This design comes from an exercise in tuning for small area and a short achievable clock period on the open sky130 flow, not from production work. At most, simulation tests tie the RTL to the original design; equivalence was not proved. Power is estimated from default activity; no workload was simulated.

## vga_controller
module vga_controller(clk_148MHz, reset, sw, btnU, btnD, btnR, btnL, hsync, vsync, video_on, h_count_reg, v_count_reg, vgaRed, vgaGreen, vgaBlue);
  input clk_148MHz;
  wire clk_148MHz;
  input reset;
  wire reset;
  input [11:0] sw;
  wire [11:0] sw;
  input btnU;
  wire btnU;
  input btnD;
  wire btnD;
  input btnR;
  wire btnR;
  input btnL;
  wire btnL;
  output hsync;
  reg hsync;
  output vsync;
  reg vsync;
  output video_on;
  reg video_on;
  output [11:0] h_count_reg;
  reg [11:0] h_count_reg;
  output [11:0] v_count_reg;
  wire [11:0] v_count_reg;
  output [3:0] vgaRed;
  wire [3:0] vgaRed;
  output [3:0] vgaGreen;
  wire [3:0] vgaGreen;
  output [3:0] vgaBlue;
  wire [3:0] vgaBlue;
  wire _0000_;
  wire _0001_;
  wire _0002_;
  wire _0003_;
  wire _0004_;
  wire _0005_;
  wire _0006_;
  wire _0007_;
  wire _0008_;
  wire _0009_;
  wire _0010_;
  wire _0011_;
  wire _0012_;
  wire _0013_;
  wire _0014_;
  wire _0015_;
  wire _0016_;
  wire _0017_;
  wire _0018_;
  wire _0019_;
  wire _0020_;
  wire _0021_;
  wire _0022_;
  wire _0023_;
  wire _0024_;
  wire _0025_;
  wire _0026_;
  wire _0027_;
  wire _0028_;
  wire _0029_;
  wire _0030_;
  wire _0031_;
  wire _0032_;
  wire _0033_;
  wire _0034_;
  wire _0035_;
  wire _0036_;
  wire _0037_;
  wire _0038_;
  wire _0039_;
  wire _0040_;
  wire _0041_;
  wire _0042_;
  wire _0043_;
  wire _0044_;
  wire _0045_;
  wire _0046_;
  wire _0047_;
  wire _0048_;
  wire _0049_;
  wire _0050_;
  wire _0051_;
  wire _0052_;
  wire _0053_;
  wire _0054_;
  wire _0055_;
  wire _0056_;
  wire _0057_;
  wire _0058_;
  wire _0059_;
  wire _0060_;
  wire _0061_;
  wire _0062_;
  wire _0063_;
  wire _0064_;
  wire _0065_;
  wire _0066_;
  wire _0067_;
  wire _0068_;
  wire _0069_;
  wire _0070_;
  wire _0071_;
  wire _0072_;
  wire _0073_;
  wire _0074_;
  wire _0075_;
  wire _0076_;
  wire _0077_;
  wire _0078_;
  wire _0079_;
  wire _0080_;
  wire _0081_;
  wire _0082_;
  wire _0083_;
  wire _0084_;
  wire _0085_;
  wire _0086_;
  wire _0087_;
  ...
Settings: LEC_CHECK=0, ABC_AREA=1, CAP_MARGIN=0, CORE_MARGIN=2, CORE_UTILIZATION=60, SLEW_MARGIN=0; clock period 10.0 ns.
standard.sh (not shown) runs the stock make flow with config.mk's settings and CLKGATE_MAP_FILE= SYNTH_SCRIPT=/design/flow/synth_recipe.tcl, a recipe that flattens the netlist after the stock synthesis.
==> flow/flow/run.sh <==
#!/bin/bash
# Standard ORFS layout; smallest port buffers, a smaller clock tree without
# dummy loads, and a timing-repair margin of 6 ns (the SDC is unchanged).
bash standard.sh SETUP_SLACK_MARGIN=6 \
  "BUFFER_PORTS_ARGS=-buffer_cell sky130_fd_sc_hd__buf_1" \
  "CTS_ARGS=-sink_clustering_enable -repair_clock_nets -dont_use_dummy_load -buf_list sky130_fd_sc_hd__clkbuf_8 -sink_clustering_size 30" \
  finish > standard_run.log 2>&1
Rerun with:
==> flow/flow/run.sh (replaced) <==
#!/bin/bash
# Standard ORFS layout; smallest port buffers, a clock tree of small buffers without
# dummy loads, and a timing-repair margin of 6 ns (the SDC is unchanged).
bash standard.sh SETUP_SLACK_MARGIN=6 \
  "BUFFER_PORTS_ARGS=-buffer_cell sky130_fd_sc_hd__buf_1" \
  "CTS_ARGS=-sink_clustering_enable -repair_clock_nets -dont_use_dummy_load -buf_list sky130_fd_sc_hd__clkbuf_4 -sink_clustering_size 30" \
  finish > standard_run.log 2>&1
--- a/flow/config.mk
+++ b/flow/config.mk
@@ -7,6 +7,6 @@
 export LEC_CHECK = 0
 export ABC_AREA = 1
-export CAP_MARGIN = 0
+export CAP_MARGIN = 20
 export CORE_MARGIN = 2
 export CORE_UTILIZATION = 60
-export SLEW_MARGIN = 0
+export SLEW_MARGIN = 20
Outcome: Global-route usage went down by 0.11 points; setup slack hardly moves; routed wire length barely changes; clock power drops by a quarter to a third; synthesized cell count stays the same.

---

vga_controller, a different RTL version from the one above (not shown whole).
Size: about 1,100 cells after synthesis, about 71 flip-flops, about 57 I/O pins, roughly 7100 sq um of cells after synthesis.
==> flow/config.mk <==
export PLATFORM = sky130hd
export DESIGN_NAME = vga_controller
export DESIGN_NICKNAME = vga_controller
export VERILOG_FILES = /design/flow/design.v
export SDC_FILE = /design/flow/constraint.sdc
export NUM_CORES = 4
export LEC_CHECK = 0
export ABC_AREA = 1
export CAP_MARGIN = 20
export CORE_MARGIN = 2
export CORE_UTILIZATION = 60
export SLEW_MARGIN = 20
==> flow/constraint.sdc <==
create_clock -name core_clock -period 10.0 [get_ports {clk_148MHz}]
set_input_delay 2.0000 -clock core_clock [delete_from_list [all_inputs] [get_ports {clk_148MHz}]]
set_output_delay 2.0000 -clock core_clock [all_outputs]
set_load 0.01 [all_outputs]
==> flow/flow/run.sh <==
#!/bin/bash
# Standard ORFS layout; smaller port buffers, a smaller clock tree without dummy loads,
# and a timing-repair margin of 6 ns (the SDC is unchanged).
bash standard.sh SETUP_SLACK_MARGIN=6 \
  "BUFFER_PORTS_ARGS=-buffer_cell sky130_fd_sc_hd__buf_2" \
  "CTS_ARGS=-sink_clustering_enable -repair_clock_nets -dont_use_dummy_load -buf_list sky130_fd_sc_hd__clkbuf_8 -sink_clustering_size 30" \
  finish > standard_run.log 2>&1
Next try:
--- a/flow/flow/run.sh
+++ b/flow/flow/run.sh
@@ -2,4 +2,4 @@
 # Standard ORFS layout; smaller port buffers, a smaller clock tree without dummy loads,
-# and a timing-repair margin of 6 ns (the SDC is unchanged).
-bash standard.sh SETUP_SLACK_MARGIN=6 \
+# and a timing-repair margin of 6.5 ns (the SDC is unchanged).
+bash standard.sh SETUP_SLACK_MARGIN=6.5 \
   "BUFFER_PORTS_ARGS=-buffer_cell sky130_fd_sc_hd__buf_2" \
Critical path depth increases by 7.
Flip-flop and latch count does not change.
Combinational power increases by a little under a tenth.
Sequential power hardly moves.
First-iteration DRC count increases by a few percent.
Total power increases by a few percent.
Cell area increases by a little under a tenth.
Setup slack gains 0.18 ns.
Synthesized area does not change.
Sequential share of layout area decreases by 1.5 points.
No functional check of the RTL was part of any run of this note.

-- what the ideal ports hide --
The flow's constraints put no driver on any port. The routed layouts listed below were extracted and timed again, unchanged, in two steps. Step 1 assumes that a clkbuf_16 drives the clock port and a buf_2 every other input. Step 2 adds t to the input delays and takes it off the output delays; t is the mean of the earliest and latest rising clock arrival at the registers after step 1. Input paths then give back, and output paths get back, about the clock's delay inside the block. a / b / c = ideal ports / drivers / drivers and shift; a / b = the first two.
| run | t (ns) | setup slack, ns | worst data-port slew with drivers (ns) |
|---|---|---|---|
| the first run of note 1 | 0.378 | 6.187 / 6.184 / 5.806 | 0.04 |
| the second run of note 1 | 0.448 | 6.189 / 6.196 / 5.751 | 0.03 |
| the first run of note 2 | 0.404 | 6.250 / 6.245 / 5.841 | 0.04 |
| the second run of note 2 | 0.406 | 6.434 / 6.434 / 6.169 | 0.07 |
After both steps every run listed still meets setup and hold. The setup slack of the second run of note 1, which loses most, moves by +0.007 ns with the drivers and by -0.438 ns with both steps.
